What follows belongs to an exercise in optimizing a design on an open flow for small area and a short achievable clock period; a production flow would make more cautious choices. Only simulation tests tie the RTL to the original design; equivalence was not proved. No activity file was given, so power comes from the tool's default toggle rates.

$ cat flow/flow/run.sh
#!/bin/bash
# Layout flow: the standard synthesis, then an inverter clean-up around the
# full-adder cells (polarity.py) and a re-map of the remaining gates
# (remap.tcl, ABC area script), then the standard layout steps.
set -euo pipefail
MARGIN=10
R=orfs/results/sky130hd/balance_cntrl/base
bash standard.sh synth > 1_standard_synth.log 2>&1
cp $R/1_2_yosys.v std_1_2_yosys.v
python3 flow/polarity.py std_1_2_yosys.v pol.v > 2_polarity.log 2>&1
export REMAP_IN=pol.v REMAP_OUT=remap.v
export REMAP_LIB=$FLOW_HOME/platforms/sky130hd/lib/sky130_fd_sc_hd__tt_025C_1v80.lib
export REMAP_ABC_SCRIPT=$FLOW_HOME/scripts/abc_area.script
export REMAP_DONT_USE="$(sed -n '/DONT_USE_CELLS += /,/^$/p' $FLOW_HOME/platforms/sky130hd/config.mk | grep -o 'sky130_fd_sc_hd__[a-z0-9_]*' | tr '\n' ' ')"
yosys -c flow/remap.tcl > 3_remap.log 2>&1
cp remap.v $R/1_2_yosys.v
rm -f $R/1_synth.odb $R/1_synth.sdc
if [ "$MARGIN" = "none" ]; then
  bash standard.sh finish > 4_standard_finish.log 2>&1
else
  bash standard.sh SETUP_SLACK_MARGIN=$MARGIN finish > 4_standard_finish.log 2>&1
fi
$ cat flow/flow/polarity.py
#!/usr/bin/env python3
"""Inverter clean-up around full adders in a flat sky130 gate netlist.

A full adder is self-dual: FA(~a, ~b, ~c) = (~sum, ~cout).  Each fa cell may
therefore run in inverted polarity.  This pass picks a polarity per fa cell
that needs the fewest inverters, removes the design's free inverters and adds
back one inverter per net whose complement some pin still needs.
Usage: polarity.py in.v out.v"""
import re, sys, collections

src = open(sys.argv[1]).read()
INV = re.compile(r'sky130_fd_sc_hd__(inv|clkinv)_\d+$')
FA = re.compile(r'sky130_fd_sc_hd__fa_\d+$')
OUTP = {'X', 'Y', 'Q', 'Q_N', 'SUM', 'COUT', 'HI', 'LO'}

m = re.search(r'\bmodule\s+(\w+)\s*\((.*?)\);(.*)\bendmodule', src, re.S)
top, portlist, body = m.group(1), m.group(2), m.group(3)
stmts = [s.strip() for s in body.split(';')]
cells = []      # [typ, name, {pin: net}]
other = []      # non-cell statements, kept verbatim
cre = re.compile(r'^(sky130_fd_sc_hd__\w+)\s+(\S+)\s*\((.*)\)$', re.S)
for s in stmts:
    if not s:
        continue
    mm = cre.match(s)
    if mm:
        pins = {p: n.strip() for p, n in re.findall(r'\.(\w+)\(([^()]*)\)', mm.group(3))}
        cells.append([mm.group(1), mm.group(2), pins])
    else:
        other.append(s)

# nets used by non-cell statements (assigns, ports) stay fixed
fixed_nets = set()
for s in other:
    if s.startswith('assign'):
        for tok in re.findall(r'\\\S+|[A-Za-z_][\w$]*(?:\[\d+\])?', s[len('assign'):]):
            fixed_nets.add(tok)
ports = set()
for s in other:
    mm = re.match(r'^(input|output|inout)\s*(\[(\d+):(\d+)\])?\s*(.*)$', s, re.S)
    if mm:
        names = [x.strip() for x in mm.group(5).split(',')]
        for n in names:
            if mm.group(2):
                a, b = int(mm.group(3)), int(mm.group(4))
                for i in range(min(a, b), max(a, b) + 1):
                    ports.add('%s[%d]' % (n, i))
            ports.add(n)
fixed_nets |= ports

driver = {}
for c in cells:
    for p, n in c[2].items():
        if p in OUTP:
            driver[n] = c

def is_free_inv(c):
    return INV.match(c[0]) and c[2]['Y'] not in fixed_nets

def root(n):
    par = 0
    seen = 0
    while n in driver and is_free_inv(driver[n]) and seen < 100:
        n = driver[n][2]['A']
        par ^= 1
        seen += 1
    return n, par

fas = [c for c in cells if FA.match(c[0])]
fa_idx = {c[1]: i for i, c in enumerate(fas)}
out_of = {}    # net -> fa index (physical driver)
for i, c in enumerate(fas):
    out_of[c[2]['SUM']] = i
    out_of[c[2]['COUT']] = i

# consumers: (cell, pin, root, parity, fa_index or None)
cons = []
for c in cells:
    if is_free_inv(c):
        continue
    for p, n in c[2].items():
        if p in OUTP:
            continue
        r, k = root(n)
        cons.append((c, p, r, k, fa_idx.get(c[1]) if FA.match(c[0]) else None))

f = [0] * len(fas)
def need(ci):
    c, p, r, k, w = cons[ci]
    ph = f[out_of[r]] if r in out_of else 0
    return k ^ ph ^ (f[w] if w is not None else 0)

by_root = collections.defaultdict(list)
for i, cc in enumerate(cons):
    by_root[cc[2]].append(i)
touch = collections.defaultdict(set)
for i, cc in enumerate(cons):
    if cc[4] is not None:
        touch[cc[4]].add(cc[2])
for i, c in enumerate(fas):
    touch[i].add(c[2]['SUM'])
    touch[i].add(c[2]['COUT'])

def cost_root(r):
    return 1 if any(need(i) for i in by_root[r]) else 0

def total():
    return sum(cost_root(r) for r in by_root)

before = total()
improved = True
it = 0
while improved and it < 50:
    improved = False
    it += 1
    for i in range(len(fas)):
        rs = touch[i]
        c0 = sum(cost_root(r) for r in rs)
        f[i] ^= 1
        c1 = sum(cost_root(r) for r in rs)
        if c1 < c0:
            improved = True
        else:
            f[i] ^= 1
after = total()

# rebuild
new_cells = [c for c in cells if not is_free_inv(c)]
old_inv = len(cells) - len(new_cells)
inv_net = {}
extra = []
wires = []
k = 0
for i, cc in enumerate(cons):
    c, p, r, par, w = cc
    if need(i):
        if r not in inv_net:
            k += 1
            nn = 'polinv_%d' % k
            inv_net[r] = nn
            wires.append(nn)
            extra.append(['sky130_fd_sc_hd__inv_1', 'polinv_cell_%d' % k, {'A': r, 'Y': nn}])
        c[2][p] = inv_net[r]
    else:
        c[2][p] = r

def emit(c):
    pins = ',\n'.join('    .%s(%s)' % (p, n + (' ' if n.startswith('\\') else '')) for p, n in c[2].items())
    return '  %s %s (\n%s\n  );' % (c[0], c[1], pins)

out = ['module %s(%s);' % (top, portlist)]
for s in other:
    out.append('  ' + s + ' ;')
for w_ in wires:
    out.append('  wire %s;' % w_)
for c in new_cells + extra:
    out.append(emit(c))
out.append('endmodule')
head = src[:m.start()]
open(sys.argv[2], 'w').write(head + '\n'.join(out) + '\n')
sys.stderr.write('polarity: %d fa cells, %d flipped, inverters %d -> %d (cost %d -> %d)\n'
                 % (len(fas), sum(f), old_inv, len(extra), before, after))
$ cat flow/flow/remap.tcl
# Re-map the random logic around the kept adder cells and flip-flops.
# env: REMAP_IN, REMAP_OUT, REMAP_LIB, REMAP_ABC_SCRIPT, REMAP_DONT_USE
yosys -import
set L $::env(REMAP_LIB)
read_liberty -ignore_miss_func -ignore_buses $L
read_verilog -defer $::env(REMAP_IN)
hierarchy -top balance_cntrl
foreach c {fa_1 fa_2 fa_4 dfrtp_1 dfrtp_2 dfrtp_4 dfxtp_1 conb_1} {
  catch { blackbox sky130_fd_sc_hd__$c }
}
flatten
opt_clean -purge
techmap
opt -fast
set dont_use {}
foreach c $::env(REMAP_DONT_USE) { lappend dont_use -dont_use $c }
abc -script $::env(REMAP_ABC_SCRIPT) -liberty $L {*}$dont_use
opt_clean -purge

stat -liberty $L
write_verilog -noattr -noexpr -nohex -nodec -selected $::env(REMAP_OUT)
$ cat flow/standard.sh
#!/bin/bash
# synth_recipe.tcl (not shown) runs the flow's synth.tcl, then flattens the netlist and writes it again
# the make line also repeats each setting of config.mk as NAME=value (left out here)
make -C /OpenROAD-flow-scripts/flow DESIGN_CONFIG=/design/flow/config.mk WORK_HOME=/design/flow/orfs CLKGATE_MAP_FILE= SYNTH_SCRIPT=/design/flow/synth_recipe.tcl "${@:-finish}"
$ cat flow/config.mk
export PLATFORM = sky130hd
export DESIGN_NAME = balance_cntrl
export DESIGN_NICKNAME = balance_cntrl
export VERILOG_FILES = /design/flow/design.v
export SDC_FILE = /design/flow/constraint.sdc
export NUM_CORES = 4
export LEC_CHECK = 0
export ABC_AREA = 1
export CAP_MARGIN = 20
export CORE_MARGIN = 2
export CORE_UTILIZATION = 40
export SLEW_MARGIN = 20
$ cat flow/constraint.sdc
create_clock -name core_clock -period 35.0 [get_ports {clk}]
set_input_delay 7.0000 -clock core_clock [delete_from_list [all_inputs] [get_ports {clk}]]
set_output_delay 7.0000 -clock core_clock [all_outputs]
set_load 0.01 [all_outputs]
$ cat flow/design.v
module PID(
input clk, rst_n,
input pwr_up,
input logic [17:0] integrator_in,
output logic signed [17:0] integrator,
output logic [7:0] ss_tmr
);
logic [10:0] pre;
logic [10:0] pre_inc;
logic [7:0] ss_inc;
logic [11:0] pc;
logic [8:0] sc;
always_comb begin
  pc[0] = 1'b1;
  for (int k = 0; k < 11; k++) begin
    pre_inc[k] = pre[k] ^ pc[k];
    pc[k+1] = pc[k] & pre[k];
  end
  sc[0] = pc[11] & !(&ss_tmr);
  for (int k = 0; k < 8; k++) begin
    ss_inc[k] = ss_tmr[k] ^ sc[k];
    sc[k+1] = sc[k] & ss_tmr[k];
  end
end
always_ff @(posedge clk, negedge rst_n) begin
  if (!rst_n)
    integrator <= 18'h00000;
  else
    integrator <= integrator_in;
end
always_ff @(posedge clk, negedge rst_n) begin
  if (!rst_n) begin
    pre <= 11'h000;
    ss_tmr <= 8'h00;
  end else if (!pwr_up) begin
    pre <= 11'h000;
    ss_tmr <= 8'h00;
  end else begin
    pre <= pre_inc;
    ss_tmr <= ss_inc;
  end
end
endmodule
module SegwayMath(
input vld, pwr_up, rider_off,
input logic signed [15:0] ptch,
input logic signed [15:0] ptch_rt,
input logic [11:0] steer_pot,
input logic en_steer,
input logic signed [17:0] integrator,
input logic [7:0] ss_tmr,
output logic [17:0] integrator_in,
output logic signed [11:0] lft_spd,
output logic signed [11:0] rght_spd,
output logic too_fast
);
wire e_pos = !ptch[15] && |ptch[14:9];
wire e_neg = ptch[15] && !(&ptch[14:9]);
wire [9:0] e = e_pos ? 10'h1FF : e_neg ? 10'h200 : ptch[9:0];
wire [17:0] isum;
wire ov = (integrator[17] == e[9]) && (isum[17] != integrator[17]);
assign integrator_in = rider_off ? 18'h00000 : (vld && !ov) ? isum : integrator;
wire i_pos = !integrator[17] && |integrator[16:15];
wire i_neg = integrator[17] && !(&integrator[16:15]);
wire [14:0] I_term = i_pos ? 15'h3FFF : i_neg ? 15'h4000 : integrator[15:1];
wire [9:0] r = ptch_rt[15:6];
wire pot_hi = (&steer_pot[11:9]) && (|steer_pot[8:0]);
wire pot_lo = !(|steer_pot[11:9]);
wire [11:0] lim = pot_hi ? 12'hE00 : pot_lo ? 12'h200 : steer_pot;
wire [9:0] st3;
wire [9:0] st = en_steer ? st3 : 10'h000;
wire [15:0] PID_sum;
wire pos_sat = !PID_sum[15] && |PID_sum[14:11];
wire neg_sat = PID_sum[15] && !(&PID_sum[14:11]);
wire [11:0] X = pos_sat ? 12'h7FF : neg_sat ? 12'h800 : PID_sum[11:0];
wire [12:0] lt, rt;
wire [8:0] lap, lam, rap, ram;
wire l_hi, l_pos, l_sm, l_lo, l_fast, r_hi, r_pos, r_sm, r_lo, r_fast;
wire n1 = integrator[0] ^ e[0];
wire n2 = integrator[0] & e[0];
wire n3 = integrator[1] ^ e[1] ^ n2;
wire n4 = (integrator[1] & e[1]) | (integrator[1] & n2) | (e[1] & n2);
wire n5 = integrator[2] ^ e[2] ^ n4;
wire n6 = (integrator[2] & e[2]) | (integrator[2] & n4) | (e[2] & n4);
wire n7 = integrator[3] ^ e[3] ^ n6;
wire n8 = (integrator[3] & e[3]) | (integrator[3] & n6) | (e[3] & n6);
wire n9 = integrator[4] ^ e[4] ^ n8;
wire n10 = (integrator[4] & e[4]) | (integrator[4] & n8) | (e[4] & n8);
wire n11 = integrator[5] ^ e[5] ^ n10;
wire n12 = (integrator[5] & e[5]) | (integrator[5] & n10) | (e[5] & n10);
wire n13 = integrator[6] ^ e[6] ^ n12;
wire n14 = (integrator[6] & e[6]) | (integrator[6] & n12) | (e[6] & n12);
wire n15 = integrator[7] ^ e[7] ^ n14;
wire n16 = (integrator[7] & e[7]) | (integrator[7] & n14) | (e[7] & n14);
wire n17 = integrator[8] ^ e[8] ^ n16;
wire n18 = (integrator[8] & e[8]) | (integrator[8] & n16) | (e[8] & n16);
wire n19 = integrator[9] ^ e[9] ^ n18;
wire n20 = (integrator[9] & e[9]) | (integrator[9] & n18) | (e[9] & n18);
wire n21 = integrator[10] ^ e[9] ^ n20;
wire n22 = (integrator[10] & e[9]) | (integrator[10] & n20) | (e[9] & n20);
wire n23 = integrator[11] ^ e[9] ^ n22;
wire n24 = (integrator[11] & e[9]) | (integrator[11] & n22) | (e[9] & n22);
wire n25 = integrator[12] ^ e[9] ^ n24;
wire n26 = (integrator[12] & e[9]) | (integrator[12] & n24) | (e[9] & n24);
wire n27 = integrator[13] ^ e[9] ^ n26;
wire n28 = (integrator[13] & e[9]) | (integrator[13] & n26) | (e[9] & n26);
wire n29 = integrator[14] ^ e[9] ^ n28;
wire n30 = (integrator[14] & e[9]) | (integrator[14] & n28) | (e[9] & n28);
wire n31 = integrator[15] ^ e[9] ^ n30;
wire n32 = (integrator[15] & e[9]) | (integrator[15] & n30) | (e[9] & n30);
wire n33 = integrator[16] ^ e[9] ^ n32;
wire n34 = (integrator[16] & e[9]) | (integrator[16] & n32) | (e[9] & n32);
wire n35 = integrator[17] ^ e[9] ^ n34;
wire n36 = (integrator[17] & e[9]) | (integrator[17] & n34) | (e[9] & n34);
wire n37 = I_term[0] ^ e[0];
wire n38 = I_term[0] | e[0];
wire n39 = I_term[1] ^ e[1] ^ n38;
wire n40 = (I_term[1] & e[1]) | (I_term[1] & n38) | (e[1] & n38);
wire n41 = ~r[2];
wire n42 = I_term[2] ^ n41 ^ e[2];
wire n43 = (I_term[2] & n41) | (I_term[2] & e[2]) | (n41 & e[2]);
wire n44 = I_term[3] ^ e[3] ^ e[0];
wire n45 = (I_term[3] & e[3]) | (I_term[3] & e[0]) | (e[3] & e[0]);
wire n46 = ~r[3];
wire n47 = n46 ^ n43 ^ n44;
wire n48 = (n46 & n43) | (n46 & n44) | (n43 & n44);
wire n49 = I_term[4] ^ e[4] ^ e[1];
wire n50 = (I_term[4] & e[4]) | (I_term[4] & e[1]) | (e[4] & e[1]);
wire n51 = ~r[4];
wire n52 = n51 ^ n45 ^ n49;
wire n53 = (n51 & n45) | (n51 & n49) | (n45 & n49);
wire n54 = I_term[5] ^ e[5] ^ e[2];
wire n55 = (I_term[5] & e[5]) | (I_term[5] & e[2]) | (e[5] & e[2]);
wire n56 = ~r[5];
wire n57 = n56 ^ n50 ^ n54;
wire n58 = (n56 & n50) | (n56 & n54) | (n50 & n54);
wire n59 = I_term[6] ^ e[6] ^ e[3];
wire n60 = (I_term[6] & e[6]) | (I_term[6] & e[3]) | (e[6] & e[3]);
wire n61 = ~r[6];
wire n62 = n61 ^ n55 ^ n59;
wire n63 = (n61 & n55) | (n61 & n59) | (n55 & n59);
wire n64 = I_term[7] ^ e[7] ^ e[4];
wire n65 = (I_term[7] & e[7]) | (I_term[7] & e[4]) | (e[7] & e[4]);
wire n66 = ~r[7];
wire n67 = n66 ^ n60 ^ n64;
wire n68 = (n66 & n60) | (n66 & n64) | (n60 & n64);
wire n69 = I_term[8] ^ e[8] ^ e[5];
wire n70 = (I_term[8] & e[8]) | (I_term[8] & e[5]) | (e[8] & e[5]);
wire n71 = ~r[8];
wire n72 = n71 ^ n65 ^ n69;
wire n73 = (n71 & n65) | (n71 & n69) | (n65 & n69);
wire n74 = I_term[9] ^ r[9] ^ e[6];
wire n75 = (I_term[9] & r[9]) | (I_term[9] & e[6]) | (r[9] & e[6]);
wire n76 = ~e[9];
wire n77 = n76 ^ n70 ^ n74;
wire n78 = (n76 & n70) | (n76 & n74) | (n70 & n74);
wire n79 = I_term[10] ^ e[7];
wire n80 = I_term[10] | e[7];
wire n81 = ~n79;
wire n82 = n81 ^ n75 ^ n78;
wire n83 = (n81 & n75) | (n81 & n78) | (n75 & n78);
wire n84 = I_term[11] ^ e[8];
wire n85 = I_term[11] | e[8];
wire n86 = ~n84;
wire n87 = n80 ^ n86 ^ n83;
wire n88 = (n80 & n86) | (n80 & n83) | (n86 & n83);
wire n89 = ~e[9];
wire n90 = I_term[12] ^ n89 ^ n85;
wire n91 = (I_term[12] & n89) | (I_term[12] & n85) | (n89 & n85);
wire n92 = I_term[13] ^ n91;
wire n93 = I_term[13] | n91;
wire n94 = r[0] ^ n37;
wire n95 = ~r[0] & ~n37;
wire n96 = r[1] ^ n39;
wire n97 = ~r[1] & n39;
wire n98 = n40 ^ n42;
wire n99 = n40 & n42;
wire n100 = n48 ^ n52;
wire n101 = n48 & n52;
wire n102 = n53 ^ n57;
wire n103 = n53 & n57;
wire n104 = n58 ^ n62;
wire n105 = n58 & n62;
wire n106 = n63 ^ n67;
wire n107 = n63 & n67;
wire n108 = n68 ^ n72;
wire n109 = n68 & n72;
wire n110 = n73 ^ n77;
wire n111 = n73 & n77;
wire n112 = n88 ^ n90;
wire n113 = n88 & n90;
wire n114 = I_term[14] ^ n93;
wire n115 = ~I_term[14] & n93;
wire n116 = n98 & n97;
wire n117 = n99 | n116;
wire n118 = n98 & ~n96;
wire n119 = n100 & n47;
wire n120 = n104 & n103;
wire n121 = n105 | n120;
wire n122 = n104 & n102;
wire n123 = n108 & n107;
wire n124 = n109 | n123;
wire n125 = n108 & n106;
wire n126 = n82 & n111;
wire n127 = n82 & n110;
wire n128 = n112 & n87;
wire n129 = ~n114 & ~n92;
wire n130 = ~n96 & n95;
wire n131 = n97 | n130;
wire n132 = n118 & n95;
wire n133 = n117 | n132;
wire n134 = n102 & n101;
wire n135 = n103 | n134;
wire n136 = n102 & n119;
wire n137 = n122 & n101;
wire n138 = n121 | n137;
wire n139 = n122 & n119;
wire n140 = n110 & n124;
wire n141 = n111 | n140;
wire n142 = n110 & n125;
wire n143 = n127 & n124;
wire n144 = n126 | n143;
wire n145 = n127 & n125;
wire n146 = ~n92 & n113;
wire n147 = ~n92 & n128;
wire n148 = n129 & n113;
wire n149 = n115 | n148;
wire n150 = n129 & n128;
wire n151 = n47 & n133;
wire n152 = n119 & n133;
wire n153 = n101 | n152;
wire n154 = n136 & n133;
wire n155 = n135 | n154;
wire n156 = n139 & n133;
wire n157 = n138 | n156;
wire n158 = n87 & n144;
wire n159 = n87 & n145;
wire n160 = n128 & n144;
wire n161 = n113 | n160;
wire n162 = n128 & n145;
wire n163 = n147 & n144;
wire n164 = n146 | n163;
wire n165 = n147 & n145;
wire n166 = n150 & n144;
wire n167 = n149 | n166;
wire n168 = n150 & n145;
wire n169 = n106 & n157;
wire n170 = n107 | n169;
wire n171 = n125 & n157;
wire n172 = n124 | n171;
wire n173 = n142 & n157;
wire n174 = n141 | n173;
wire n175 = n145 & n157;
wire n176 = n144 | n175;
wire n177 = n159 & n157;
wire n178 = n158 | n177;
wire n179 = n162 & n157;
wire n180 = n161 | n179;
wire n181 = n165 & n157;
wire n182 = n164 | n181;
wire n183 = n168 & n157;
wire n184 = n167 | n183;
wire n185 = n96 ^ n95;
wire n186 = n98 ^ n131;
wire n187 = n47 ^ n133;
wire n188 = n100 ^ n151;
wire n189 = n102 ^ n153;
wire n190 = n104 ^ n155;
wire n191 = n106 ^ n157;
wire n192 = n108 ^ n170;
wire n193 = n110 ^ n172;
wire n194 = n82 ^ n174;
wire n195 = n87 ^ n176;
wire n196 = n112 ^ n178;
wire n197 = n92 ^ n180;
wire n198 = n114 ^ n182;
wire n199 = ~(ss_tmr[0] & X[0]);
wire n200 = ~(ss_tmr[0] & X[1]);
wire n201 = ~(ss_tmr[0] & X[2]);
wire n202 = ~(ss_tmr[0] & X[3]);
wire n203 = ~(ss_tmr[0] & X[4]);
wire n204 = ~(ss_tmr[0] & X[5]);
wire n205 = ~(ss_tmr[0] & X[6]);
wire n206 = ~(ss_tmr[0] & X[7]);
wire n207 = ~(ss_tmr[0] & X[8]);
wire n208 = ~(ss_tmr[0] & X[9]);
wire n209 = ~(ss_tmr[0] & X[10]);
wire n210 = ~(ss_tmr[0] & X[11]);
wire n211 = ~(ss_tmr[1] & X[0]);
wire n212 = ~(ss_tmr[1] & X[1]);
wire n213 = ~(ss_tmr[1] & X[2]);
wire n214 = ~(ss_tmr[1] & X[3]);
wire n215 = ~(ss_tmr[1] & X[4]);
wire n216 = ~(ss_tmr[1] & X[5]);
wire n217 = ~(ss_tmr[1] & X[6]);
wire n218 = ~(ss_tmr[1] & X[7]);
wire n219 = ~(ss_tmr[1] & X[8]);
wire n220 = ~(ss_tmr[1] & X[9]);
wire n221 = ~(ss_tmr[1] & X[10]);
wire n222 = ~(ss_tmr[1] & X[11]);
wire n223 = ~(ss_tmr[2] & X[0]);
wire n224 = ~(ss_tmr[2] & X[1]);
wire n225 = ~(ss_tmr[2] & X[2]);
wire n226 = ~(ss_tmr[2] & X[3]);
wire n227 = ~(ss_tmr[2] & X[4]);
wire n228 = ~(ss_tmr[2] & X[5]);
wire n229 = ~(ss_tmr[2] & X[6]);
wire n230 = ~(ss_tmr[2] & X[7]);
wire n231 = ~(ss_tmr[2] & X[8]);
wire n232 = ~(ss_tmr[2] & X[9]);
wire n233 = ~(ss_tmr[2] & X[10]);
wire n234 = ~(ss_tmr[2] & X[11]);
wire n235 = ~(ss_tmr[3] & X[0]);
wire n236 = ~(ss_tmr[3] & X[1]);
wire n237 = ~(ss_tmr[3] & X[2]);
wire n238 = ~(ss_tmr[3] & X[3]);
wire n239 = ~(ss_tmr[3] & X[4]);
wire n240 = ~(ss_tmr[3] & X[5]);
wire n241 = ~(ss_tmr[3] & X[6]);
wire n242 = ~(ss_tmr[3] & X[7]);
wire n243 = ~(ss_tmr[3] & X[8]);
wire n244 = ~(ss_tmr[3] & X[9]);
wire n245 = ~(ss_tmr[3] & X[10]);
wire n246 = ~(ss_tmr[3] & X[11]);
wire n247 = ~(ss_tmr[4] & X[0]);
wire n248 = ~(ss_tmr[4] & X[1]);
wire n249 = ~(ss_tmr[4] & X[2]);
wire n250 = ~(ss_tmr[4] & X[3]);
wire n251 = ~(ss_tmr[4] & X[4]);
wire n252 = ~(ss_tmr[4] & X[5]);
wire n253 = ~(ss_tmr[4] & X[6]);
wire n254 = ~(ss_tmr[4] & X[7]);
wire n255 = ~(ss_tmr[4] & X[8]);
wire n256 = ~(ss_tmr[4] & X[9]);
wire n257 = ~(ss_tmr[4] & X[10]);
wire n258 = ~(ss_tmr[4] & X[11]);
wire n259 = ~(ss_tmr[5] & X[0]);
wire n260 = ~(ss_tmr[5] & X[1]);
wire n261 = ~(ss_tmr[5] & X[2]);
wire n262 = ~(ss_tmr[5] & X[3]);
wire n263 = ~(ss_tmr[5] & X[4]);
wire n264 = ~(ss_tmr[5] & X[5]);
wire n265 = ~(ss_tmr[5] & X[6]);
wire n266 = ~(ss_tmr[5] & X[7]);
wire n267 = ~(ss_tmr[5] & X[8]);
wire n268 = ~(ss_tmr[5] & X[9]);
wire n269 = ~(ss_tmr[5] & X[10]);
wire n270 = ~(ss_tmr[5] & X[11]);
wire n271 = ~(ss_tmr[6] & X[0]);
wire n272 = ~(ss_tmr[6] & X[1]);
wire n273 = ~(ss_tmr[6] & X[2]);
wire n274 = ~(ss_tmr[6] & X[3]);
wire n275 = ~(ss_tmr[6] & X[4]);
wire n276 = ~(ss_tmr[6] & X[5]);
wire n277 = ~(ss_tmr[6] & X[6]);
wire n278 = ~(ss_tmr[6] & X[7]);
wire n279 = ~(ss_tmr[6] & X[8]);
wire n280 = ~(ss_tmr[6] & X[9]);
wire n281 = ~(ss_tmr[6] & X[10]);
wire n282 = ~(ss_tmr[6] & X[11]);
wire n283 = ~(ss_tmr[7] & X[0]);
wire n284 = ~(ss_tmr[7] & X[1]);
wire n285 = ~(ss_tmr[7] & X[2]);
wire n286 = ~(ss_tmr[7] & X[3]);
wire n287 = ~(ss_tmr[7] & X[4]);
wire n288 = ~(ss_tmr[7] & X[5]);
wire n289 = ~(ss_tmr[7] & X[6]);
wire n290 = ~(ss_tmr[7] & X[7]);
wire n291 = ~(ss_tmr[7] & X[8]);
wire n292 = ~(ss_tmr[7] & X[9]);
wire n293 = ~(ss_tmr[7] & X[10]);
wire n294 = ~(ss_tmr[7] & X[11]);
wire n295 = n201 ^ n212 ^ n223;
wire n296 = (n201 & n212) | (n201 & n223) | (n212 & n223);
wire n297 = n202 ^ n213 ^ n224;
wire n298 = (n202 & n213) | (n202 & n224) | (n213 & n224);
wire n299 = n235 ^ n296 ^ n297;
wire n300 = (n235 & n296) | (n235 & n297) | (n296 & n297);
wire n301 = n203 ^ n214 ^ n225;
wire n302 = (n203 & n214) | (n203 & n225) | (n214 & n225);
wire n303 = n236 ^ n247 ^ n298;
wire n304 = (n236 & n247) | (n236 & n298) | (n247 & n298);
wire n305 = n301 ^ n300 ^ n303;
wire n306 = (n301 & n300) | (n301 & n303) | (n300 & n303);
wire n307 = n204 ^ n215 ^ n226;
wire n308 = (n204 & n215) | (n204 & n226) | (n215 & n226);
wire n309 = n237 ^ n248 ^ n259;
wire n310 = (n237 & n248) | (n237 & n259) | (n248 & n259);
wire n311 = n302 ^ n307 ^ n309;
wire n312 = (n302 & n307) | (n302 & n309) | (n307 & n309);
wire n313 = n304 ^ n311 ^ n306;
wire n314 = (n304 & n311) | (n304 & n306) | (n311 & n306);
wire n315 = n205 ^ n216 ^ n227;
wire n316 = (n205 & n216) | (n205 & n227) | (n216 & n227);
wire n317 = n238 ^ n249 ^ n260;
wire n318 = (n238 & n249) | (n238 & n260) | (n249 & n260);
wire n319 = n271 ^ n308 ^ n310;
wire n320 = (n271 & n308) | (n271 & n310) | (n308 & n310);
wire n321 = n315 ^ n317 ^ n312;
wire n322 = (n315 & n317) | (n315 & n312) | (n317 & n312);
wire n323 = n319 ^ n321 ^ n314;
wire n324 = (n319 & n321) | (n319 & n314) | (n321 & n314);
wire n325 = n206 ^ n217 ^ n228;
wire n326 = (n206 & n217) | (n206 & n228) | (n217 & n228);
wire n327 = n239 ^ n250 ^ n261;
wire n328 = (n239 & n250) | (n239 & n261) | (n250 & n261);
wire n329 = n272 ^ n283 ^ n316;
wire n330 = (n272 & n283) | (n272 & n316) | (n283 & n316);
wire n331 = n318 ^ n325 ^ n327;
wire n332 = (n318 & n325) | (n318 & n327) | (n325 & n327);
wire n333 = n320 ^ n329 ^ n331;
wire n334 = (n320 & n329) | (n320 & n331) | (n329 & n331);
wire n335 = n322 ^ n333 ^ n324;
wire n336 = (n322 & n333) | (n322 & n324) | (n333 & n324);
wire n337 = n200 ^ n211;
wire n338 = ~n200 & ~n211;
wire n339 = ~n295 & n338;
wire n340 = ~n295 & n337;
wire n341 = ~n305 & ~n299;
wire n342 = ~n323 & ~n313;
wire n343 = n342 & n341;
wire n344 = n343 & n339;
wire n345 = ~n335 & n344;
wire n346 = n207 ^ n218 ^ n229;
wire n347 = (n207 & n218) | (n207 & n229) | (n218 & n229);
wire n348 = n240 ^ n251 ^ n262;
wire n349 = (n240 & n251) | (n240 & n262) | (n251 & n262);
wire n350 = n273 ^ n284 ^ n326;
wire n351 = (n273 & n284) | (n273 & n326) | (n284 & n326);
wire n352 = n328 ^ n346 ^ n348;
wire n353 = (n328 & n346) | (n328 & n348) | (n346 & n348);
wire n354 = n330 ^ n332 ^ n350;
wire n355 = (n330 & n332) | (n330 & n350) | (n332 & n350);
wire n356 = n352 ^ n334 ^ n354;
wire n357 = (n352 & n334) | (n352 & n354) | (n334 & n354);
wire n358 = n208 ^ n219 ^ n230;
wire n359 = (n208 & n219) | (n208 & n230) | (n219 & n230);
wire n360 = n241 ^ n252 ^ n263;
wire n361 = (n241 & n252) | (n241 & n263) | (n252 & n263);
wire n362 = n274 ^ n285 ^ n347;
wire n363 = (n274 & n285) | (n274 & n347) | (n285 & n347);
wire n364 = n349 ^ n358 ^ n360;
wire n365 = (n349 & n358) | (n349 & n360) | (n358 & n360);
wire n366 = n351 ^ n353 ^ n362;
wire n367 = (n351 & n353) | (n351 & n362) | (n353 & n362);
wire n368 = n364 ^ n355 ^ n366;
wire n369 = (n364 & n355) | (n364 & n366) | (n355 & n366);
wire n370 = n209 ^ n220 ^ n231;
wire n371 = (n209 & n220) | (n209 & n231) | (n220 & n231);
wire n372 = n242 ^ n253 ^ n264;
wire n373 = (n242 & n253) | (n242 & n264) | (n253 & n264);
wire n374 = n275 ^ n286 ^ n359;
wire n375 = (n275 & n286) | (n275 & n359) | (n286 & n359);
wire n376 = n361 ^ n370 ^ n372;
wire n377 = (n361 & n370) | (n361 & n372) | (n370 & n372);
wire n378 = n363 ^ n365 ^ n374;
wire n379 = (n363 & n365) | (n363 & n374) | (n365 & n374);
wire n380 = n376 ^ n367 ^ n378;
wire n381 = (n376 & n367) | (n376 & n378) | (n367 & n378);
wire n382 = n210 ^ n221;
wire n383 = n210 | ~n221;
wire n384 = n232 ^ n243 ^ n254;
wire n385 = (n232 & n243) | (n232 & n254) | (n243 & n254);
wire n386 = n265 ^ n276 ^ n287;
wire n387 = (n265 & n276) | (n265 & n287) | (n276 & n287);
wire n388 = ~n382;
wire n389 = n388 ^ n371 ^ n373;
wire n390 = (n388 & n371) | (n388 & n373) | (n371 & n373);
wire n391 = n384 ^ n386 ^ n375;
wire n392 = (n384 & n386) | (n384 & n375) | (n386 & n375);
wire n393 = n377 ^ n389 ^ n379;
wire n394 = (n377 & n389) | (n377 & n379) | (n389 & n379);
wire n395 = n391 ^ n381 ^ n393;
wire n396 = (n391 & n381) | (n391 & n393) | (n381 & n393);
wire n397 = ~n222;
wire n398 = n397 ^ n233 ^ n244;
wire n399 = (n397 & n233) | (n397 & n244) | (n233 & n244);
wire n400 = n255 ^ n266 ^ n277;
wire n401 = (n255 & n266) | (n255 & n277) | (n266 & n277);
wire n402 = n288 ^ n385 ^ n387;
wire n403 = (n288 & n385) | (n288 & n387) | (n385 & n387);
wire n404 = ~n383;
wire n405 = n404 ^ n400 ^ n398;
wire n406 = (n404 & n400) | (n404 & n398) | (n400 & n398);
wire n407 = n390 ^ n402 ^ n405;
wire n408 = (n390 & n402) | (n390 & n405) | (n402 & n405);
wire n409 = n392 ^ n407 ^ n394;
wire n410 = (n392 & n407) | (n392 & n394) | (n407 & n394);
wire n411 = ~n234;
wire n412 = n411 ^ n245 ^ n256;
wire n413 = (n411 & n245) | (n411 & n256) | (n245 & n256);
wire n414 = n267 ^ n278 ^ n289;
wire n415 = (n267 & n278) | (n267 & n289) | (n278 & n289);
wire n416 = n401 ^ n414 ^ n399;
wire n417 = (n401 & n414) | (n401 & n399) | (n414 & n399);
wire n418 = n412 ^ n403 ^ n406;
wire n419 = (n412 & n403) | (n412 & n406) | (n403 & n406);
wire n420 = n416 ^ n408 ^ n418;
wire n421 = (n416 & n408) | (n416 & n418) | (n408 & n418);
wire n422 = ~n246;
wire n423 = n422 ^ n257 ^ n268;
wire n424 = (n422 & n257) | (n422 & n268) | (n257 & n268);
wire n425 = n279 ^ n290 ^ n415;
wire n426 = (n279 & n290) | (n279 & n415) | (n290 & n415);
wire n427 = n413 ^ n423 ^ n425;
wire n428 = (n413 & n423) | (n413 & n425) | (n423 & n425);
wire n429 = n417 ^ n427 ^ n419;
wire n430 = (n417 & n427) | (n417 & n419) | (n427 & n419);
wire n431 = ~n258;
wire n432 = n431 ^ n269 ^ n280;
wire n433 = (n431 & n269) | (n431 & n280) | (n269 & n280);
wire n434 = n291 ^ n424 ^ n432;
wire n435 = (n291 & n424) | (n291 & n432) | (n424 & n432);
wire n436 = n426 ^ n434 ^ n428;
wire n437 = (n426 & n434) | (n426 & n428) | (n434 & n428);
wire n438 = ~n270;
wire n439 = n438 ^ n281 ^ n292;
wire n440 = (n438 & n281) | (n438 & n292) | (n281 & n292);
wire n441 = n433 ^ n439 ^ n435;
wire n442 = (n433 & n439) | (n433 & n435) | (n439 & n435);
wire n443 = ~n282;
wire n444 = n443 ^ n293 ^ n440;
wire n445 = (n443 & n293) | (n443 & n440) | (n293 & n440);
wire n446 = lim[1] & lim[0];
wire n447 = lim[2] & n446;
wire n448 = lim[3] & n447;
wire n449 = lim[4] & n448;
wire n450 = lim[5] & n449;
wire n451 = lim[6] & n450;
wire n452 = lim[7] & n451;
wire n453 = lim[8] & n452;
wire n454 = lim[9] & n453;
wire n455 = lim[10] & n454;
wire n456 = lim[11] & n455;
wire n457 = lim[1] ^ lim[0];
wire n458 = lim[2] ^ n446;
wire n459 = lim[3] ^ n447;
wire n460 = lim[4] ^ n448;
wire n461 = lim[5] ^ n449;
wire n462 = lim[6] ^ n450;
wire n463 = lim[7] ^ n451;
wire n464 = lim[8] ^ n452;
wire n465 = lim[9] ^ n453;
wire n466 = lim[10] ^ n454;
wire n467 = lim[11] ^ n455;
wire n468 = n459 ^ n460;
wire n469 = n459 & n460;
wire n470 = n460 ^ n461;
wire n471 = n460 & n461;
wire n472 = n461 ^ n462;
wire n473 = n461 & n462;
wire n474 = n462 ^ n463;
wire n475 = n462 & n463;
wire n476 = n463 ^ n464;
wire n477 = n463 & n464;
wire n478 = n464 ^ n465;
wire n479 = n464 & n465;
wire n480 = n465 ^ n466;
wire n481 = n465 & n466;
wire n482 = n466 ^ n467;
wire n483 = n466 & ~n467;
wire n484 = n467 ^ n467;
wire n485 = ~n467 & ~n467;
wire n486 = n467 ^ n467;
wire n487 = ~n467 & ~n467;
wire n488 = n470 & n469;
wire n489 = n471 | n488;
wire n490 = n472 & n489;
wire n491 = n473 | n490;
wire n492 = n474 & n491;
wire n493 = n475 | n492;
wire n494 = n476 & n493;
wire n495 = n477 | n494;
wire n496 = n478 & n495;
wire n497 = n479 | n496;
wire n498 = n480 & n497;
wire n499 = n481 | n498;
wire n500 = ~n482 & n499;
wire n501 = n483 | n500;
wire n502 = n484 & n501;
wire n503 = n485 | n502;
wire n504 = n486 & n503;
wire n505 = n487 | n504;
wire n506 = n470 ^ n469;
wire n507 = n472 ^ n489;
wire n508 = n474 ^ n491;
wire n509 = n476 ^ n493;
wire n510 = n478 ^ n495;
wire n511 = n480 ^ n497;
wire n512 = n482 ^ n499;
wire n513 = n484 ^ n501;
wire n514 = n486 ^ n503;
wire n515 = ~st[0];
wire n516 = n515 ^ n356 ^ n336;
wire n517 = (n515 & n356) | (n515 & n336) | (n356 & n336);
wire n518 = ~st[1];
wire n519 = n518 ^ n357 ^ n368;
wire n520 = (n518 & n357) | (n518 & n368) | (n357 & n368);
wire n521 = ~st[2];
wire n522 = n521 ^ n369 ^ n380;
wire n523 = (n521 & n369) | (n521 & n380) | (n369 & n380);
wire n524 = ~st[3];
wire n525 = n524 ^ n395 ^ n523;
wire n526 = (n524 & n395) | (n524 & n523) | (n395 & n523);
wire n527 = ~st[4];
wire n528 = n527 ^ n396 ^ n409;
wire n529 = (n527 & n396) | (n527 & n409) | (n396 & n409);
wire n530 = ~st[5];
wire n531 = n530 ^ n420 ^ n410;
wire n532 = (n530 & n420) | (n530 & n410) | (n420 & n410);
wire n533 = ~st[6];
wire n534 = n533 ^ n421 ^ n429;
wire n535 = (n533 & n421) | (n533 & n429) | (n421 & n429);
wire n536 = ~st[7];
wire n537 = n536 ^ n436 ^ n430;
wire n538 = (n536 & n436) | (n536 & n430) | (n436 & n430);
wire n539 = ~st[8];
wire n540 = n539 ^ n441 ^ n437;
wire n541 = (n539 & n441) | (n539 & n437) | (n441 & n437);
wire n542 = st[9] ^ n444;
wire n543 = ~st[9] | ~n444;
wire n544 = n542 ^ n442 ^ n541;
wire n545 = (n542 & n442) | (n542 & n541) | (n442 & n541);
wire n546 = n294 ^ n543;
wire n547 = n294 | n543;
wire n548 = n445 ^ n546 ^ n545;
wire n549 = (n445 & n546) | (n445 & n545) | (n546 & n545);
wire n550 = n345 ^ n516;
wire n551 = n345 & ~n516;
wire n552 = n517 ^ n519;
wire n553 = ~n517 & ~n519;
wire n554 = n520 ^ n522;
wire n555 = ~n520 & ~n522;
wire n556 = n526 ^ n528;
wire n557 = ~n526 & ~n528;
wire n558 = n529 ^ n531;
wire n559 = ~n529 & ~n531;
wire n560 = n532 ^ n534;
wire n561 = ~n532 & ~n534;
wire n562 = n535 ^ n537;
wire n563 = ~n535 & ~n537;
wire n564 = n538 ^ n540;
wire n565 = ~n538 & ~n540;
wire n566 = n547 ^ n549;
wire n567 = n547 & ~n549;
wire n568 = n552 & n551;
wire n569 = n553 | n568;
wire n570 = n554 & n569;
wire n571 = n555 | n570;
wire n572 = ~n525 & n571;
wire n573 = n556 & n572;
wire n574 = n557 | n573;
wire n575 = n558 & n574;
wire n576 = n559 | n575;
wire n577 = n560 & n576;
wire n578 = n561 | n577;
wire n579 = n562 & n578;
wire n580 = n563 | n579;
wire n581 = n564 & n580;
wire n582 = n565 | n581;
wire n583 = ~n544 & n582;
wire n584 = ~n548 & n583;
wire n585 = ~n566 & n584;
wire n586 = n567 | n585;
wire n587 = n552 ^ n551;
wire n588 = n554 ^ n569;
wire n589 = n525 ^ n571;
wire n590 = n556 ^ n572;
wire n591 = n558 ^ n574;
wire n592 = n560 ^ n576;
wire n593 = n562 ^ n578;
wire n594 = n564 ^ n580;
wire n595 = n544 ^ n582;
wire n596 = n548 ^ n583;
wire n597 = n566 ^ n584;
wire n598 = lt[4] & lt[3];
wire n599 = ~lt[5] & n598;
wire n600 = lt[5] | n599;
wire n601 = lt[6] & n600;
wire n602 = ~lt[7] & n601;
wire n603 = lt[7] | n602;
wire n604 = lt[8] & n603;
wire n605 = lt[9] & n604;
wire n606 = lt[10] & n605;
wire n607 = lt[11] & n606;
wire n608 = lt[4] ^ lt[3];
wire n609 = lt[5] ^ n598;
wire n610 = lt[6] ^ n600;
wire n611 = lt[7] ^ n601;
wire n612 = lt[8] ^ n603;
wire n613 = lt[9] ^ n604;
wire n614 = lt[10] ^ n605;
wire n615 = lt[11] ^ n606;
wire n616 = ~lt[4] & lt[3];
wire n617 = lt[4] | n616;
wire n618 = lt[5] & n617;
wire n619 = ~lt[6] & n618;
wire n620 = lt[6] | n619;
wire n621 = lt[7] & n620;
wire n622 = ~lt[8] & n621;
wire n623 = lt[8] | n622;
wire n624 = ~lt[9] & n623;
wire n625 = lt[9] | n624;
wire n626 = ~lt[10] & n625;
wire n627 = lt[10] | n626;
wire n628 = ~lt[11] & n627;
wire n629 = lt[11] | n628;
wire n630 = lt[4] ^ lt[3];
wire n631 = lt[5] ^ n617;
wire n632 = lt[6] ^ n618;
wire n633 = lt[7] ^ n620;
wire n634 = lt[8] ^ n621;
wire n635 = lt[9] ^ n623;
wire n636 = lt[10] ^ n625;
wire n637 = lt[11] ^ n627;
wire n638 = (lt[9] & (lt[8] & (lt[7] | (lt[6] & (lt[5] | (lt[4] & lt[3]))))));
wire n639 = (lt[6] | (lt[5] & (lt[4] | (lt[3] & (lt[2] | (lt[1] & lt[0]))))));
wire n640 = (lt[7] & (lt[6] & (lt[5] | (lt[4] & (lt[3] | (lt[2] & lt[1]))))));
wire n641 = (lt[9] | (lt[8] | (lt[7] & (lt[6] | (lt[5] & (lt[4] | lt[3]))))));
wire n642 = (lt[6] & (lt[5] | (lt[4] & (lt[3] & (lt[2] | (lt[1] | lt[0]))))));
wire n643 = st[0] ^ n356;
wire n644 = ~st[0] | ~n356;
wire n645 = ~n345;
wire n646 = n643 ^ n336 ^ n645;
wire n647 = (n643 & n336) | (n643 & n645) | (n336 & n645);
wire n648 = st[1] ^ n357 ^ n368;
wire n649 = (st[1] & n357) | (st[1] & n368) | (n357 & n368);
wire n650 = ~n644;
wire n651 = n650 ^ n648 ^ n647;
wire n652 = (n650 & n648) | (n650 & n647) | (n648 & n647);
wire n653 = st[2] ^ n369 ^ n380;
wire n654 = (st[2] & n369) | (st[2] & n380) | (n369 & n380);
wire n655 = n649 ^ n653 ^ n652;
wire n656 = (n649 & n653) | (n649 & n652) | (n653 & n652);
wire n657 = st[3] ^ n395 ^ n654;
wire n658 = (st[3] & n395) | (st[3] & n654) | (n395 & n654);
wire n659 = st[4] ^ n396 ^ n409;
wire n660 = (st[4] & n396) | (st[4] & n409) | (n396 & n409);
wire n661 = st[5] ^ n420 ^ n410;
wire n662 = (st[5] & n420) | (st[5] & n410) | (n420 & n410);
wire n663 = st[6] ^ n421 ^ n429;
wire n664 = (st[6] & n421) | (st[6] & n429) | (n421 & n429);
wire n665 = st[7] ^ n436 ^ n430;
wire n666 = (st[7] & n436) | (st[7] & n430) | (n436 & n430);
wire n667 = st[8] ^ n441 ^ n437;
wire n668 = (st[8] & n441) | (st[8] & n437) | (n441 & n437);
wire n669 = st[9] ^ n444;
wire n670 = st[9] | ~n444;
wire n671 = ~n669;
wire n672 = n671 ^ n442 ^ n668;
wire n673 = (n671 & n442) | (n671 & n668) | (n442 & n668);
wire n674 = n294 ^ n670;
wire n675 = n294 | n670;
wire n676 = n445 ^ n674 ^ n673;
wire n677 = (n445 & n674) | (n445 & n673) | (n674 & n673);
wire n678 = n656 ^ n657;
wire n679 = ~n656 & ~n657;
wire n680 = n658 ^ n659;
wire n681 = ~n658 & ~n659;
wire n682 = n660 ^ n661;
wire n683 = ~n660 & ~n661;
wire n684 = n662 ^ n663;
wire n685 = ~n662 & ~n663;
wire n686 = n664 ^ n665;
wire n687 = ~n664 & ~n665;
wire n688 = n666 ^ n667;
wire n689 = ~n666 & ~n667;
wire n690 = n675 ^ n677;
wire n691 = n675 & ~n677;
wire n692 = n680 & n679;
wire n693 = n681 | n692;
wire n694 = n682 & n693;
wire n695 = n683 | n694;
wire n696 = n684 & n695;
wire n697 = n685 | n696;
wire n698 = n686 & n697;
wire n699 = n687 | n698;
wire n700 = n688 & n699;
wire n701 = n689 | n700;
wire n702 = ~n672 & n701;
wire n703 = ~n676 & n702;
wire n704 = ~n690 & n703;
wire n705 = n691 | n704;
wire n706 = n680 ^ n679;
wire n707 = n682 ^ n693;
wire n708 = n684 ^ n695;
wire n709 = n686 ^ n697;
wire n710 = n688 ^ n699;
wire n711 = n672 ^ n701;
wire n712 = n676 ^ n702;
wire n713 = n690 ^ n703;
wire n714 = rt[4] & rt[3];
wire n715 = ~rt[5] & n714;
wire n716 = rt[5] | n715;
wire n717 = rt[6] & n716;
wire n718 = ~rt[7] & n717;
wire n719 = rt[7] | n718;
wire n720 = rt[8] & n719;
wire n721 = rt[9] & n720;
wire n722 = rt[10] & n721;
wire n723 = rt[11] & n722;
wire n724 = rt[4] ^ rt[3];
wire n725 = rt[5] ^ n714;
wire n726 = rt[6] ^ n716;
wire n727 = rt[7] ^ n717;
wire n728 = rt[8] ^ n719;
wire n729 = rt[9] ^ n720;
wire n730 = rt[10] ^ n721;
wire n731 = rt[11] ^ n722;
wire n732 = ~rt[4] & rt[3];
wire n733 = rt[4] | n732;
wire n734 = rt[5] & n733;
wire n735 = ~rt[6] & n734;
wire n736 = rt[6] | n735;
wire n737 = rt[7] & n736;
wire n738 = ~rt[8] & n737;
wire n739 = rt[8] | n738;
wire n740 = ~rt[9] & n739;
wire n741 = rt[9] | n740;
wire n742 = ~rt[10] & n741;
wire n743 = rt[10] | n742;
wire n744 = ~rt[11] & n743;
wire n745 = rt[11] | n744;
wire n746 = rt[4] ^ rt[3];
wire n747 = rt[5] ^ n733;
wire n748 = rt[6] ^ n734;
wire n749 = rt[7] ^ n736;
wire n750 = rt[8] ^ n737;
wire n751 = rt[9] ^ n739;
wire n752 = rt[10] ^ n741;
wire n753 = rt[11] ^ n743;
wire n754 = (rt[9] & (rt[8] & (rt[7] | (rt[6] & (rt[5] | (rt[4] & rt[3]))))));
wire n755 = (rt[6] | (rt[5] & (rt[4] | (rt[3] & (rt[2] | (rt[1] & rt[0]))))));
wire n756 = (rt[7] & (rt[6] & (rt[5] | (rt[4] & (rt[3] | (rt[2] & rt[1]))))));
wire n757 = (rt[9] | (rt[8] | (rt[7] & (rt[6] | (rt[5] & (rt[4] | rt[3]))))));
wire n758 = (rt[6] & (rt[5] | (rt[4] & (rt[3] & (rt[2] | (rt[1] | rt[0]))))));
assign isum[0] = n1;
assign isum[1] = n3;
assign isum[2] = n5;
assign isum[3] = n7;
assign isum[4] = n9;
assign isum[5] = n11;
assign isum[6] = n13;
assign isum[7] = n15;
assign isum[8] = n17;
assign isum[9] = n19;
assign isum[10] = n21;
assign isum[11] = n23;
assign isum[12] = n25;
assign isum[13] = n27;
assign isum[14] = n29;
assign isum[15] = n31;
assign isum[16] = n33;
assign isum[17] = n35;
assign PID_sum[0] = n94;
assign PID_sum[1] = ~n185;
assign PID_sum[2] = n186;
assign PID_sum[3] = n187;
assign PID_sum[4] = n188;
assign PID_sum[5] = n189;
assign PID_sum[6] = n190;
assign PID_sum[7] = n191;
assign PID_sum[8] = n192;
assign PID_sum[9] = n193;
assign PID_sum[10] = n194;
assign PID_sum[11] = n195;
assign PID_sum[12] = n196;
assign PID_sum[13] = ~n197;
assign PID_sum[14] = ~n198;
assign PID_sum[15] = ~n184;
assign st3[0] = n468;
assign st3[1] = n506;
assign st3[2] = n507;
assign st3[3] = n508;
assign st3[4] = n509;
assign st3[5] = n510;
assign st3[6] = n511;
assign st3[7] = ~n512;
assign st3[8] = n513;
assign st3[9] = n514;
assign lt[0] = ~n550;
assign lt[1] = n587;
assign lt[2] = n588;
assign lt[3] = ~n589;
assign lt[4] = n590;
assign lt[5] = n591;
assign lt[6] = n592;
assign lt[7] = n593;
assign lt[8] = n594;
assign lt[9] = ~n595;
assign lt[10] = ~n596;
assign lt[11] = ~n597;
assign lt[12] = ~n586;
assign lap[0] = ~lt[3];
assign lam[0] = ~lt[3];
assign lap[1] = n608;
assign lam[1] = ~n630;
assign lap[2] = ~n609;
assign lam[2] = n631;
assign lap[3] = n610;
assign lam[3] = ~n632;
assign lap[4] = ~n611;
assign lam[4] = n633;
assign lap[5] = n612;
assign lam[5] = ~n634;
assign lap[6] = n613;
assign lam[6] = ~n635;
assign lap[7] = n614;
assign lam[7] = ~n636;
assign lap[8] = n615;
assign lam[8] = ~n637;
assign l_hi = (lt[11] | (lt[10] & n638));
assign l_pos = (lt[11] | (lt[10] | (lt[9] | (lt[8] | (lt[7] | n639)))));
assign l_sm = (lt[11] & (lt[10] & (lt[9] & (lt[8] & n640))));
assign l_lo = (lt[11] & (lt[10] | n641));
assign l_fast = (lt[11] | (lt[10] & (lt[9] | (lt[8] & (lt[7] | n642)))));
assign rt[0] = ~n646;
assign rt[1] = ~n651;
assign rt[2] = ~n655;
assign rt[3] = n678;
assign rt[4] = n706;
assign rt[5] = n707;
assign rt[6] = n708;
assign rt[7] = n709;
assign rt[8] = n710;
assign rt[9] = ~n711;
assign rt[10] = ~n712;
assign rt[11] = ~n713;
assign rt[12] = ~n705;
assign rap[0] = ~rt[3];
assign ram[0] = ~rt[3];
assign rap[1] = n724;
assign ram[1] = ~n746;
assign rap[2] = ~n725;
assign ram[2] = n747;
assign rap[3] = n726;
assign ram[3] = ~n748;
assign rap[4] = ~n727;
assign ram[4] = n749;
assign rap[5] = n728;
assign ram[5] = ~n750;
assign rap[6] = n729;
assign ram[6] = ~n751;
assign rap[7] = n730;
assign ram[7] = ~n752;
assign rap[8] = n731;
assign ram[8] = ~n753;
assign r_hi = (rt[11] | (rt[10] & n754));
assign r_pos = (rt[11] | (rt[10] | (rt[9] | (rt[8] | (rt[7] | n755)))));
assign r_sm = (rt[11] & (rt[10] & (rt[9] & (rt[8] & n756))));
assign r_lo = (rt[11] & (rt[10] | n757));
assign r_fast = (rt[11] | (rt[10] & (rt[9] | (rt[8] & (rt[7] | n758)))));
wire [11:0] l_y = !lt[12] ? (l_hi ? 12'h7FF : l_pos ? {lap, lt[2:0]} : {lt[9:0], 2'b00})
                          : (l_sm ? {lt[9:0], 2'b00} : l_lo ? {lam, lt[2:0]} : 12'h800);
wire [11:0] r_y = !rt[12] ? (r_hi ? 12'h7FF : r_pos ? {rap, rt[2:0]} : {rt[9:0], 2'b00})
                          : (r_sm ? {rt[9:0], 2'b00} : r_lo ? {ram, rt[2:0]} : 12'h800);
assign lft_spd = pwr_up ? l_y : 12'h000;
assign rght_spd = pwr_up ? r_y : 12'h000;
assign too_fast = pwr_up && ((!lt[12] && l_fast) || (!rt[12] && r_fast));
endmodule
module balance_cntrl
# (parameter fast_sim=1)
(
input clk, rst_n,
input vld, pwr_up, rider_off,
input logic signed [15:0] ptch,
input logic signed [15:0] ptch_rt,
input logic [11:0] steer_pot,
input logic en_steer,
output logic signed [11:0] lft_spd,
output logic signed [11:0] rght_spd,
output logic too_fast
);
logic signed [17:0] integrator;
logic [17:0] integrator_in;
logic [7:0] ss_tmr;
PID PID_balance (.clk(clk), .rst_n(rst_n), .pwr_up(pwr_up), .integrator_in(integrator_in),
                 .integrator(integrator), .ss_tmr(ss_tmr));
SegwayMath SegwayMath_balance (.vld(vld), .pwr_up(pwr_up), .rider_off(rider_off), .ptch(ptch),
                 .ptch_rt(ptch_rt), .steer_pot(steer_pot), .en_steer(en_steer),
                 .integrator(integrator), .ss_tmr(ss_tmr), .integrator_in(integrator_in),
                 .lft_spd(lft_spd), .rght_spd(rght_spd), .too_fast(too_fast));
endmodule
==> results of run 1 <==
[metal layers]
layer / wire length, µm / vias up / track usage
met5: 0 / - / 0
met4: 123 / 0 / 0.0201
met3: 1050 / 14 / 0.0267
met2: 9270 / 184 / 0.330
met1: 9650 / 3533 / 0.312
li1: - / 3477 / -
[state kept, by name (all words and copies together), names as in the netlist]
register / count
PID_balance.integrator: 18
PID_balance.pre: 11
PID_balance.ss_tmr: 8
[cells in the final DEF (no fill, tap or decap), types with 4 or more instances in the layout]
cell type and count:
xor2_1 12, o21ai_1 10, a21oi_1 51, buf_6 12, o21ai_2 5, nor3_1 21, a21oi_2 6, o21ai_0 48
nand4_1 7, inv_2 18, o22ai_1 16, nand3_1 19, buf_2 15, a31oi_1 4, nor2_4 13, clkbuf_16 5
xnor2_1 6, inv_1 176, nor2_2 10, nor2_1 105, dfrtp_1 37, dlygate4sd2_1 4, nand2_2 39, buf_4 53
or2_2 4, fa_1 119, a21oi_4 8, clkdlybuf4s15_2 4, nand2_1 183, nand3_2 10, nand2_4 14, fa_2 25
clkdlybuf4s50_1 35
[through the flow]
step                instance area, µm²  utilization  hold slack [ns]
global placement                  8820        0.467            0.445
CTS                               9560        0.506            0.464
detailed placement                8820        0.467            0.456
finish                            9980        0.528            0.461
floorplan                         7860            -            0.433
global route                      9980        0.528            0.477
[worst max-delay path, delay by kind of cell]
family | cells | cell delay (ns)
and+or+nand+nor | 22 | 2.27
AOI/OAI and AO/OA | 4 | 0.52
adders and majority gates | 19 | 7.28
buffers and inverters | 8 | 1.16
[report_power, final]
part | internal, mW | switching, mW
sequential | 0.0481 | 0.00368
clock | 0.0265 | 0.0193
combinational | 0.259 | 0.369
[layout make-up]
class                   instances  area (µm²)
fillers                      1846        8920
flip-flops and latches         37         926
inverters                     199         763
multi-input cells             783        6670
repair buffers                131        1150
well taps                     260         325
clock buffers                   5         125
clock inverters                 3        21.3
[how the worst max path moves through the flow]
stage                              to  slack [ns]
after floorplan           rght_spd[2]       10.02
after global placement     lft_spd[6]        7.42
after global routing      rght_spd[2]        9.26
final                     rght_spd[2]        9.79
after CTS                 rght_spd[2]        9.45
after detailed placement  rght_spd[5]        7.37
[timing repair]
action	4_1_cts	5_1_grt
gates resized for setup	198	79
gates cloned	1	0
buffers inserted	41	21
pin swaps	47	55
setup endpoints to repair	25	24
==> flow_summary_export.csv, run 1 <==
group,metric,value,unit
pwr,p_per_area,72.8,mW/mm²
clock_tree,htreeDepth,2,
floorplan,core,0.0189,mm²
critical_path,critPathCaptureType,"output pin",
synthesis,syn_area,0.00776,mm²
timing,slew_headroom,0.368,
pwr,peakVddDrop,0.0000555,V
detailed_routing,routedWlPerCell,14.2,µm
global_route,grt_pass1_wl,34100,µm
placed_design,placedCellCount,1347,
detailed_routing,vias_per_cell,5.08,
clock_tree,clock-root-buffer,"clkbuf_16",
critical_path,critPathKind,"in2out",
pwr,power.total,726,µW
final_layout,final_nets,1351,
final_layout,drive_gt1_frac,0.248,
placed_design,hpwl,16000,µm
timing,skew,0.00734,ns
timing,fin_tns_setup,0,ns
floorplan,start_util,0.411,
timing,rsz0062_at_grt,"yes",
global_route,grt_pass1_vias,7089,
min_path,min-delay-start,"PID_balance.pre[6]",
synthesis,syn_avg_cell_area,7.57,µm²
timing,fmax,39.7,MHz
clock_tree,postCtsHoldBufs,0,
floorplan,die_h,143,µm
final_layout,antenna_cells,0,
critical_path,cp_slowest_cell,"fa_1",
detailed_routing,wirelength,20100,µm
timing,hold_violations,0,
placed_design,place_congestion,0.904,
detailed_routing,vias,7208,
critical_path,crit_path_frequent_cell,"fa_2",
floorplan,dieArea,0.0205,mm²
clock_tree,cts.sinks,37,
clock_tree,cts_made_buffers,5,
status,outcome,"complete, no violations",
critical_path,crit_fanout,6,
placed_design,place_worst_setup_slack,7.37,ns
synthesis,synth_fp_nets,1219,
clock_tree,clock_path_buffers,2,
timing,worst_slack,9.79,ns
synthesis,syn_inst,1025,
min_path,whs_path_depth,1,
critical_path,crit_start,"ptch_rt[15]",
critical_path,cpPeakStageDelay,0.52,ns
placed_design,port_buffers,68,
timing,worst_pin_slew,0.938,ns
critical_path,r2r_slack,27.21,ns
pwr,cellLeakagePower,4.18,nW
global_route,grt.overflow.total,0,
detailed_routing,drc,0,
timing,fin_crit,25.21,ns
timing,min_period_over_period,0.720,
min_path,min_to,"PID_balance.pre[6]",
critical_path,crit_arrival,18.21,ns
timing,setup_viol_count_final,0,
critical_path,r2r_start,"PID_balance.integrator[0]",
synthesis,ys_warn_count,1,
detailed_routing,dr.pass1.iters,5,
critical_path,start_kind,"primary input",
timing,finalMaxSlewViolations,0,
final_layout,syn_to_final_growth,28.5,%
global_route,track_usage,0.206,
clock_tree,path_clk_slew,0.06,ns
critical_path,ff2ff_path_depth,28,
clock_tree,clk-insertion-delay-late,0.28,ns
global_route,antenna_found_initial,0,
global_route,grt_max_degree,38,
clock_tree,cts_tree,"done",
run,drv_cap,0,
detailed_routing,drt_iter0_drc,438,
final_layout,instances_no_fill,1418,
floorplan,die_x,143,µm
detailed_routing,ant_nets,0,
min_path,min_path_type,"reg2reg",
floorplan,fp-row-count,50,
critical_path,worstPathRequired,28.00,ns
critical_path,worstReg2RegEnd,"PID_balance.integrator[5]",
floorplan,io_pins,75,
==> inputs of run 2 (changes only) <==
--- a/flow/flow/run.sh
+++ b/flow/flow/run.sh
@@ -3,5 +3,6 @@
 # full-adder cells (polarity.py) and a re-map of the remaining gates
-# (remap.tcl, ABC area script), then the standard layout steps.
+# (remap.tcl, ABC area script), then the standard layout steps with plain
+# buf_1 port buffers and a setup-repair target of MARGIN ns.
 set -euo pipefail
-MARGIN=10
+MARGIN=8
 R=orfs/results/sky130hd/balance_cntrl/base
@@ -17,6 +18,6 @@
 rm -f $R/1_synth.odb $R/1_synth.sdc
-if [ "$MARGIN" = "none" ]; then
-  bash standard.sh finish > 4_standard_finish.log 2>&1
-else
-  bash standard.sh SETUP_SLACK_MARGIN=$MARGIN finish > 4_standard_finish.log 2>&1
+ARGS=("BUFFER_PORTS_ARGS=-buffer_cell sky130_fd_sc_hd__buf_1")
+if [ "$MARGIN" != "none" ]; then
+  ARGS+=("SETUP_SLACK_MARGIN=$MARGIN")
 fi
+bash standard.sh "${ARGS[@]}" finish > 4_standard_finish.log 2>&1
==> flow_summary_export.csv, run 2 <==
group,metric,value,unit
critical_path,critPathKind,"in2out",
final_layout,regMostFlops,"PID_balance.integrator",
global_route,track_usage,0.197,
global_route,grt_max_degree,38,
timing,fin_tns_setup,0,ns
critical_path,worstReg2RegEnd,"PID_balance.integrator[5]",
final_layout,n_fill_cell,2029,
final_layout,instances_no_fill,1378,
timing,fin_crit,26.14,ns
final_layout,final_cell_mix,"nand2_1 (207), inv_1 (188), fa_1 (141)",
min_path,whs_path_depth,1,
critical_path,ff2ff_path_depth,28,
critical_path,worstPathRequired,28.00,ns
global_route,grt_pass1_vias,6913,
synthesis,ys_warn_count,1,
final_layout,final_nets,1311,
clock_tree,cts_made_buffers,5,
timing,hold_violations,0,
pwr,peakVddDrop,0.0000437,V
min_path,min_to,"PID_balance.pre[6]",
floorplan,dieArea,0.0205,mm²
clock_tree,cts_tree,"done",
final_layout,antenna_cells,0,
synthesis,synth_fp_nets,1219,
min_path,min-delay-start,"PID_balance.pre[6]",
pwr,cellLeakagePower,3.65,nW
timing,rsz0062_at_grt,"no",
final_layout,largest_register_ffs,18,
critical_path,crit_arrival,19.14,ns
critical_path,r2r_slack,27.15,ns
critical_path,crit_path_frequent_cell,"fa_1",
floorplan,io_pins,75,
clock_tree,path_clk_slew,0.06,ns
floorplan,die_h,143,µm
detailed_routing,vias,6892,
critical_path,r2r_start,"PID_balance.integrator[0]",
timing,fmax,38.3,MHz
clock_tree,clock-root-buffer,"clkbuf_16",
placed_design,place_congestion,0.879,
final_layout,syn_to_final_growth,12.8,%
synthesis,syn_inst,1025,
timing,slew_headroom,0.298,
critical_path,cpPeakStageDelay,0.51,ns
pwr,p_per_area,65.6,mW/mm²
synthesis,syn_area,0.00776,mm²
detailed_routing,vias_per_cell,5.00,
floorplan,fp-row-count,50,
timing,setup_viol_count_final,0,
detailed_routing,dr.pass1.iters,5,
critical_path,cp_slowest_cell,"fa_1",
critical_path,start_kind,"primary input",
detailed_routing,drc,0,
clock_tree,postCtsHoldBufs,0,
final_layout,drive_gt1_frac,0.105,
run,drv_cap,0,
floorplan,die_x,143,µm
detailed_routing,ant_nets,0,
placed_design,hpwl,15700,µm
global_route,grt.overflow.total,0,
timing,worst_pin_slew,1.04,ns
timing,min_period_over_period,0.747,
final_layout,regArea,926,µm²
floorplan,core,0.0189,mm²
final_layout,top_regs,"PID_balance.integrator x18, PID_balance.pre x11, PID_balance.ss_tmr x8",
clock_tree,clk-insertion-delay-late,0.29,ns
detailed_routing,wirelength,19100,µm
clock_tree,cts.sinks,37,
detailed_routing,drt_iter0_drc,399,
min_path,min_path_type,"reg2reg",
placed_design,placedCellCount,1347,
timing,skew,0.00423,ns
timing,finalMaxSlewViolations,0,
clock_tree,htreeDepth,2,
critical_path,critPathCaptureType,"output pin",
critical_path,crit_fanout,6,
detailed_routing,routedWlPerCell,13.8,µm
status,outcome,"complete, no violations",
placed_design,port_buffers,68,
floorplan,start_util,0.411,
final_layout,multiInputGateArea,0.00617,mm²
synthesis,syn_avg_cell_area,7.57,µm²
clock_tree,clock_path_buffers,2,
global_route,antenna_found_initial,0,
final_layout,layout_commonest_cell,"nand2_1",
global_route,grt_pass1_wl,32700,µm
run 2: cell count changes in the layout (fill, tap and decap cells not counted), sizes merged:
cell	delta
clkdlybuf4s50	-35
buf	+6
clkdlybuf4s15	-4
dlygate4sd2	-4
clkbuf	-2
clkinvlp	+1
dlymetal6s2s	-1
inv	-1
run 2: worst max-delay path by stage:
stage | start | end | slack (ns) | depth (start not counted)
finish | ptch[15] | lft_spd[6] | 8.86 | 58
global placement | ptch[15] | rght_spd[5] | 7.18 | 59
detailed placement | ptch[15] | rght_spd[2] | 7.08 | 59
floorplan | ptch[15] | rght_spd[2] | 9.14 | 53
CTS | ptch[15] | rght_spd[2] | 8.03 | 58
global route | ptch[12] | rght_spd[1] | 7.94 | 61
run 2: power breakdown:
group,total (mW),internal (mW),switching (mW)
logic,0.476,0.170,0.306
registers,0.0518,0.0481,0.00369
clock network,0.0464,0.0265,0.0199
run 2: per-stage QoR:
step                area (µm²)  worst slack [ns]  total power [mW]  hold slack, ns  utilization
finish                    8760              8.86             0.575           0.458        0.464
global route              8760              7.94             0.643           0.496        0.464
CTS                       8490              8.03             0.522           0.465        0.449
detailed placement        8300              7.08             0.471           0.462        0.439
global placement          8300              7.18             0.467           0.447        0.439
floorplan                 7760              9.14             0.388           0.433            -
run 2: cell type report:
cell class              instances  area share
inverters                     199      0.0867
clock buffers                   5      0.0143
repair buffers                 91      0.0491
multi-input cells             783       0.705
flip-flops and latches         37       0.106
well taps                     260      0.0371
clock inverters                 3     0.00243
run 2: routing by layer:
metal  share of wire  GRT usage  vias up  routed length, µm
met5               0          0        -                  0
met4          0.0083     0.0315        0                158
met3           0.055     0.0240       15               1050
met2            0.46      0.315      160               8770
met1            0.48      0.294     3327               9100
li1                -          -     3390                  -
run 2: what timing repair did:
action	CTS	global route
resized for setup	6	27
buffers inserted	1	21
endpoints found under the setup margin	22	23
gates cloned	0	1
pin swaps	0	7
run 2: critical path, delay by kind of cell:
kind | cells | cell delay [ns]
adder cells (fa/ha/maj) | 18 | 7.46
AND/OR/NAND/NOR | 20 | 2.34
buffers and inverters | 12 | 1.37
AO/OA/AOI/OAI | 8 | 0.97

==> what the ideal ports hide <==
No port has a modelled driver above. Below, the same layouts with a new extraction and two added sets of constraints.
Step 1: set_driving_cell puts a clkbuf_16 on clk and a buf_2 on each other input, an assumption about the parent block.
Step 2 adds t to the input delays and takes it off the output delays; t is the mean of the earliest and latest rising clock arrival at the registers after step 1. Input paths then give back, and output paths get back, about the clock's delay inside the block.
a / b / c = ideal / step 1 / step 2; a / b = the first two.
| run | t (ns) | slack for setup (ns) | pins driven straight from the clock port |
|---|---|---|---|
| run 1 | 0.315 | 9.785 / 9.749 / 9.749 | 1 |
| run 2 | 0.324 | 8.859 / 8.832 / 8.832 | 1 |
After both steps every run listed still meets setup and hold. The setup slack of run 1, which loses most, moves by -0.036 ns with the drivers and by -0.036 ns with both steps.
